What follows belongs to an exercise in optimizing a design on an open flow for small area, a short achievable clock period and few clock cycles per item; a production flow would make more cautious choices. Only simulation tests tie the RTL to the original design; equivalence was not proved. No activity file was given, so power comes from the tool's default toggle rates.

<file path="design/flow/design.v">
`timescale 1ns / 1ps
module counter(input clk, input rstn, input en,output reg [2:0] count,output reg count_full);
always@(posedge clk or negedge rstn) 
begin
    if(!rstn)
        count <= 8'h00;
    else if(en)
        count <= count + 1'b1;
    else 
        count <= count;    
end
always@(posedge clk or negedge rstn)
begin
    if(!rstn)
        count_full <= 1'b0;
    else if(count == 7)
        count_full <= 1'b1;
    else 
        count_full <= 1'b0;    
end
endmodule
`timescale 1ns / 1ps
module load_reg1(input clk,
                     input rstn, 
                     input load_start,
                     input load_mid, 
                     input [7:0] dividend,
                     input [7:0] divisor,
                     input [7:0] in_a,
                     input [7:0] in_q,
                     output reg [7:0] out_a,
                     output reg [7:0] out_q,
                     output reg [7:0] out_m);
         always@(posedge clk or negedge rstn)
         begin
            if(!rstn)
            begin
                out_a <= 8'h00;
                out_q <= 8'h00;
                out_m <= 8'h00;
            end
            else if(load_start)
            begin
                out_a <= 8'h00;
                out_q <= dividend;
                out_m <= divisor;
            end
            else if(load_mid)
            begin
                out_a <= in_a;
                out_q <= in_q;
                out_m <= out_m;
            end
            else 
            begin
                out_a <= out_a;
                out_q <= out_q;
                out_m <= out_m;
            end    
         end                 
endmodule
`timescale 1ns / 1ps
module lshift(input [7:0] a, input [7:0] q,output [8:0] out_a, output [7:0] out_q );
    assign {out_a,out_q} = {1'b0,a,q} << 1;
endmodule
`timescale 1ns / 1ps
module two_comp(input [8:0] a, input [7:0] m, output [9:0] out_sub );
    assign out_sub = {1'b0,a} + (~{2'b00,m} + 1'b1);
endmodule
`timescale 1ns / 1ps
module select_mux(input [7:0] a, input [7:0] b, input sel,output [7:0] out );
    assign out = sel ? a : b;
endmodule
`timescale 1ns / 1ps
module controller(input clk, input rstn, input start, input [7:0] divisor, input [7:0] dividend,
                  output ready, output reg done,
                  output reg [7:0] quotient, output reg [7:0] remainder );
parameter s0 = 2'b00, s1 = 2'b01, s2 = 2'b10, s3 = 2'b11;
reg load_start,load_mid,en;
wire count_full;
wire [2:0] count;
wire [8:0] ls_a;
wire [7:0] ls_q;
wire [7:0] out_a,out_q,out_m;
wire [7:0] out_q1,out_a1;
wire [9:0] out_sub;
reg [1:0] state,next_state;
load_reg1 one(clk,rstn,load_start,load_mid,dividend,divisor,out_a1,out_q1,out_a,out_q,out_m);
lshift two(out_a,out_q,ls_a,ls_q );
two_comp three(ls_a,out_m,out_sub );
counter four(clk,rstn,en,count,count_full);
select_mux five({ls_q[7:1],1'b0},{ls_q[7:1],1'b1},out_sub[9],out_q1); 
select_mux six(ls_a[7:0],out_sub[7:0],out_sub[9],out_a1); 
assign ready = (state == s0);
always@(posedge clk or negedge rstn)
begin
    if(!rstn)
        state <= s0;
    else
        state <= next_state;
end
always@(posedge clk or negedge rstn)
begin
    if(!rstn)
    begin
        quotient  <= 8'h00;
        remainder <= 8'h00;
        done      <= 1'b0;
    end
    else if(state == s3)
    begin
        quotient  <= out_q;
        remainder <= out_a;
        done      <= 1'b1;
    end
    else
        done      <= 1'b0;
end
always@(*)
begin
    load_start = 1'b0;
    load_mid = 1'b0;
    en = 1'b0;
    next_state = state;
    case(state)
        s0  :   begin
                   if(start)
                   begin
                       load_start = 1'b1;
                       next_state = s2;
                   end
                end
        s1  :   begin
                   next_state = s0;
                end
        s2 :    begin
                    if(count_full)
                    begin
                        next_state = s3;
                    end
                    else
                    begin
                        next_state = s2;
                        load_mid = 1'b1;
                        en = 1'b1;
                    end
                end
        s3  :   begin
                   next_state = s0;
                end
    endcase
end
endmodule
</file>
<file path="design/flow/run.sh">
#!/bin/bash
# synth_recipe.tcl (not shown) runs the flow's synth.tcl, then flattens the netlist and writes it again
# the make line also repeats each setting of config.mk as NAME=value (left out here)
make -C /OpenROAD-flow-scripts/flow DESIGN_CONFIG=/design/flow/config.mk WORK_HOME=/design/flow/orfs CLKGATE_MAP_FILE= SYNTH_SCRIPT=/design/flow/synth_recipe.tcl finish
</file>
<file path="design/flow/config.mk">
export PLATFORM = sky130hd
export DESIGN_NAME = controller
export DESIGN_NICKNAME = controller
export VERILOG_FILES = /design/flow/design.v
export SDC_FILE = /design/flow/constraint.sdc
export NUM_CORES = 4
export LEC_CHECK = 0
export CAP_MARGIN = 20
export CORE_MARGIN = 2
export CORE_UTILIZATION = 40
export SLEW_MARGIN = 20
</file>
<file path="design/flow/constraint.sdc">
create_clock -name core_clock -period 5.0 [get_ports {clk}]
set_input_delay 1.0000 -clock core_clock [delete_from_list [all_inputs] [get_ports {clk}]]
set_output_delay 1.0000 -clock core_clock [all_outputs]
set_load 0.01 [all_outputs]
</file>
==> insert_results.sql <==
INSERT INTO impl_metrics (metric_group, metric, value, unit) VALUES
('clock_network', 'htreeDepth', '2', ''),
('clock_network', 'cts_buffers', '5', ''),
('floorplanning', 'coreArea', '5570', 'um^2'),
('timing', 'rsz0062_at_grt', 'no', ''),
('min_path', 'hold_path.class', 'register to register', ''),
('yosys', 'number_of_enable_flip_flop_cells_after_synthesis', '0', ''),
('clock_network', 'cts.root.buffer_cell', 'sky130_fd_sc_hd__clkbuf_8', ''),
('yosys', 'synth_cells', '216', ''),
('power', 'vdd_ir_drop_max', '0.290', 'mV'),
('timing', 'fin_tns_setup', '0', 'ns'),
('floorplanning', 'die_area', '6460', 'um^2'),
('yosys', 'synth_top_cell_by_area', 'sky130_fd_sc_hd__dfrtp_1', ''),
('cells_and_area', 'antenna-diode-count', '0', ''),
('min_path', 'hold_path.startpoint', 'four.count[0]$_DFFE_PN0P_', ''),
('clock_network', 'cts_tree', 'built', ''),
('power', 'total_power', '2.24', 'mW'),
('setup_path', 'timing.critical_path.from_type', 'input port', ''),
('floorplanning', 'floorplan.rows', '27', ''),
('clock_network', 'postCtsSetupRepairBufs', '0', ''),
('outcome', 'run_status', 'finished clean', ''),
('power', 'power.static_leakage', '1.28', 'nW'),
('setup_path', 'worst-endpoint-required', '5.25', 'ns'),
('cells_and_area', 'area_grow_syn2layout', '20.9', '%'),
('yosys', 'synth_flop_cell', 'sky130_fd_sc_hd__dfrtp_1', ''),
('routing', 'vias_per_cell', '5.04', ''),
('floorplanning', 'floorplan.initialDensity', '41.8', '%'),
('grt', 'number_of_global_route_vias_before_repair', '1594', ''),
('setup_path', 'end_kind', 'register', ''),
('timing', 'slew_worst_pin', '0.842', 'ns'),
('yosys', 'ys_top_cells_by_area', 'sky130_fd_sc_hd__dfrtp_1 (50%), sky130_fd_sc_hd__mux2_2 (7.2%), sky130_fd_sc_hd__nand2_1 (6.3%), sky130_fd_sc_hd__ha_1 (5.4%), sky130_fd_sc_hd__o21ai_0 (2.8%)', ''),
('cells_and_area', 'num-nets-final', '280', ''),
('grt', 'grt.overflow.total', '0', ''),
('yosys', 'synth.net_count', '246', ''),
('setup_path', 'data_arrival_time_of_the_critical_path', '2.84', 'ns'),
('placement', 'port_buffers', '36', ''),
('cells_and_area', 'final_common_cell', 'sky130_fd_sc_hd__dfrtp_1', ''),
('timing', 'final-max-slew-violation-count', '0', ''),
('min_path', 'worst_hold_path.endpoint', 'four.count[0]$_DFFE_PN0P_', ''),
('setup_path', 'r2r_setup_slack', '2.71', 'ns'),
('cells_and_area', 'layout_common_cells', 'sky130_fd_sc_hd__dfrtp_1 (47), sky130_fd_sc_hd__nand2_1 (39), sky130_fd_sc_hd__clkdlybuf4s50_1 (35)', ''),
('placement', 'gp_congestion', '0.823', ''),
('timing', 'max_clock_freq', '386', 'MHz'),
('yosys', 'yosysSeqAreaShare', '50.4', '%'),
('routing', 'dr_total_vias', '1627', ''),
('timing', 'setup_viol', '0', ''),
('yosys', 'summed_instance_area_of_the_synthesized_netlist', '2330', 'um^2'),
('floorplanning', 'die_width', '80.4', 'um'),
('grt', 'grt_max_degree', '48', ''),
('yosys', 'yosys.area_share.adder', '6.22', '%'),
('grt', 'grt_antenna_before_repair', '0', ''),
('yosys', 'synth.ff_latch_count', '47', ''),
('cells_and_area', 'drive_above_1_share', '13.5', '%'),
('setup_path', 'regToRegEndpoint', 'one.out_a[4]$_DFFE_PN0P_', ''),
('floorplanning', 'fp.dieH', '80.4', 'um'),
('yosys', 'synth_cell_types', '40', ''),
('yosys', 'yosys-mux-area-fraction', '9.82', '%'),
('placement', 'hpwl_detailed', '3.23', 'mm'),
('yosys', 'async_reset_ff_share', '100', '%'),
('routing', 'firstDrtPassIters', '4', ''),
('yosys', 'synth-compound-area-share', '13.5', '%'),
('clock_network', 'clk_pin_slew', '0.10', 'ns'),
('routing', 'drt_drc_violations_left', '0', ''),
('setup_path', 'criticalPathCategory', 'input port to register', ''),
('yosys', 'synth_top_family_by_area', 'simple AND/OR/NAND/NOR gates', ''),
('timing', 'post-route-min-period', '2.59', 'ns'),
('routing', 'detail_route.wirelength', '4.66', 'mm'),
('clock_network', 'cts_hold_buffers', '0', ''),
('power', 'power-per-cell-area', '794', 'nW/um^2'),
('timing', 'clock-skew-final', '0.00745', 'ns'),
('floorplanning', 'io_pins', '37', ''),
('setup_path', 'r2r-start', 'one.out_a[4]$_DFFE_PN0P_', '');
-- power by group --
| part | internal (mW) | switching [mW] | leakage, nW | total [mW] |
|---|---|---|---|---|
| sequential | 0.577 | 0.132 | 0.575 | 0.709 |
| clock | 0.100 | 0.139 | 0.0485 | 0.240 |
| combinational | 0.624 | 0.665 | 0.655 | 1.29 |
-- synthesized netlist by cell type (all sizes together), types with 2 or more instances --
cell type and n:
buf 4, a22oi 5, xor2 3, a211oi 2
a22o 2, nor3 3, inv 12, nor3b 3
a21o 2, nand2 39, mux2i 6, a21oi 7
ha 10, mux2 15, xnor2 2, dfrtp 47
a221o 2, o21ai 20, nor2 9, nand2b 2
clkbuf 6
-- worst max-delay path by stage --
stage | from | cells past startpoint | slack, ns | end
floorplan | one.out_a[5]$_DFFE_PN0P_ | 7 | 3.00 | one.out_q[0]$_DFFE_PN0P_
global placement | start | 7 | 2.15 | one.out_a[6]$_DFFE_PN0P_
detailed placement | start | 7 | 2.12 | one.out_a[5]$_DFFE_PN0P_
CTS | start | 7 | 2.43 | one.out_a[5]$_DFFE_PN0P_
global route | start | 7 | 2.26 | one.out_a[5]$_DFFE_PN0P_
finish | start | 7 | 2.41 | one.out_a[5]$_DFFE_PN0P_
-- stage by stage --
| stage | setup WS [ns] | std cells | area, um^2 | hold slack, ns | util, % |
|---|---|---|---|---|---|
| detailed placement | 2.12 | 315 | 2730 | 0.479 | 48.9 |
| CTS | 2.43 | 323 | 2820 | 0.496 | 50.5 |
| global route | 2.26 | 323 | 2820 | 0.508 | 50.6 |
| global placement | 2.15 | 315 | 2730 | 0.462 | 48.9 |
| finish | 2.41 | 323 | 2820 | 0.491 | 50.6 |
| floorplan | 3.00 | 216 | 2330 | 0.450 | - |
-- layer usage --
layer | global-route usage (%) | share of wire [%] | wire (um) | up-vias
li1 | - | - | - | 808
met2 | 24.7 | 46 | 2130 | 36
met4 | 5.76 | 1.6 | 76 | 0
met1 | 21.8 | 48 | 2230 | 776
met5 | 0 | 0 | 0 | -
met3 | 4.04 | 4.8 | 223 | 7
-- final cells by class --
type | instances | area [um^2]
clock buffers | 5 | 68.8
multi-input cells | 147 | 1050
well taps | 72 | 90.1
inverters | 12 | 45.0
repair buffers | 37 | 365
flip-flops and latches | 47 | 1180
clock inverters | 3 | 22.5
fillers | 527 | 2760
-- cells by family (layout without fill, tap and decap cells) --
family	Yosys count	in the layout
fa+ha+maj	11	11
flops	47	47
simple gates	65	65
compound gates	45	45
mux	21	21
buf+inv	22	57
xor+xnor	5	5
-- flip-flops by register name, indices dropped and copies added (netlist names) --
register	flops
done	1
four.count	3
four.count_full	1
one.out_a	8
one.out_m	8
one.out_q	8
quotient	8
remainder	8
state	2
-- critical path, cell delays in order --
cell	delay [ns]
sky130_fd_sc_hd__clkdlybuf4s50_1	0.44
sky130_fd_sc_hd__nor3b_4	0.16
sky130_fd_sc_hd__buf_4	0.22
sky130_fd_sc_hd__nor2_1	0.67
sky130_fd_sc_hd__nand2_1	0.12
sky130_fd_sc_hd__o21ai_1	0.12
sky130_fd_sc_hd__a21o_1	0.10
Testbench counts, summed over its fixed seeds: cycles 52,800, items 4,800.

port drivers added, routing unchanged:
How much do the figures lean on ideal ports? The routed layout below was timed once more, with nothing changed but the port constraints.
Step 1 (the two cells are an assumption about what drives the block):
set clk [get_ports {clk}]
set_driving_cell -lib_cell sky130_fd_sc_hd__clkbuf_16 $clk
set_driving_cell -lib_cell sky130_fd_sc_hd__buf_2 [delete_from_list [all_inputs] $clk]
Step 2 also shifts input and output timing later by t, the mid clock arrival at the registers, as if the neighbouring blocks saw the same clock.
a / b / c = ideal ports / drivers / drivers and shift; a / b = the first two.
t, ns: 0.331
setup WS [ns]: 2.408 / 2.415 / 2.084
clock arrival spread, ns: 0.008 / 0.008
cell pins on the clock port's net: 1
After both steps setup and hold are still met in this run. The setup slack of this run moves by +0.007 ns with the drivers and by -0.324 ns with both steps.
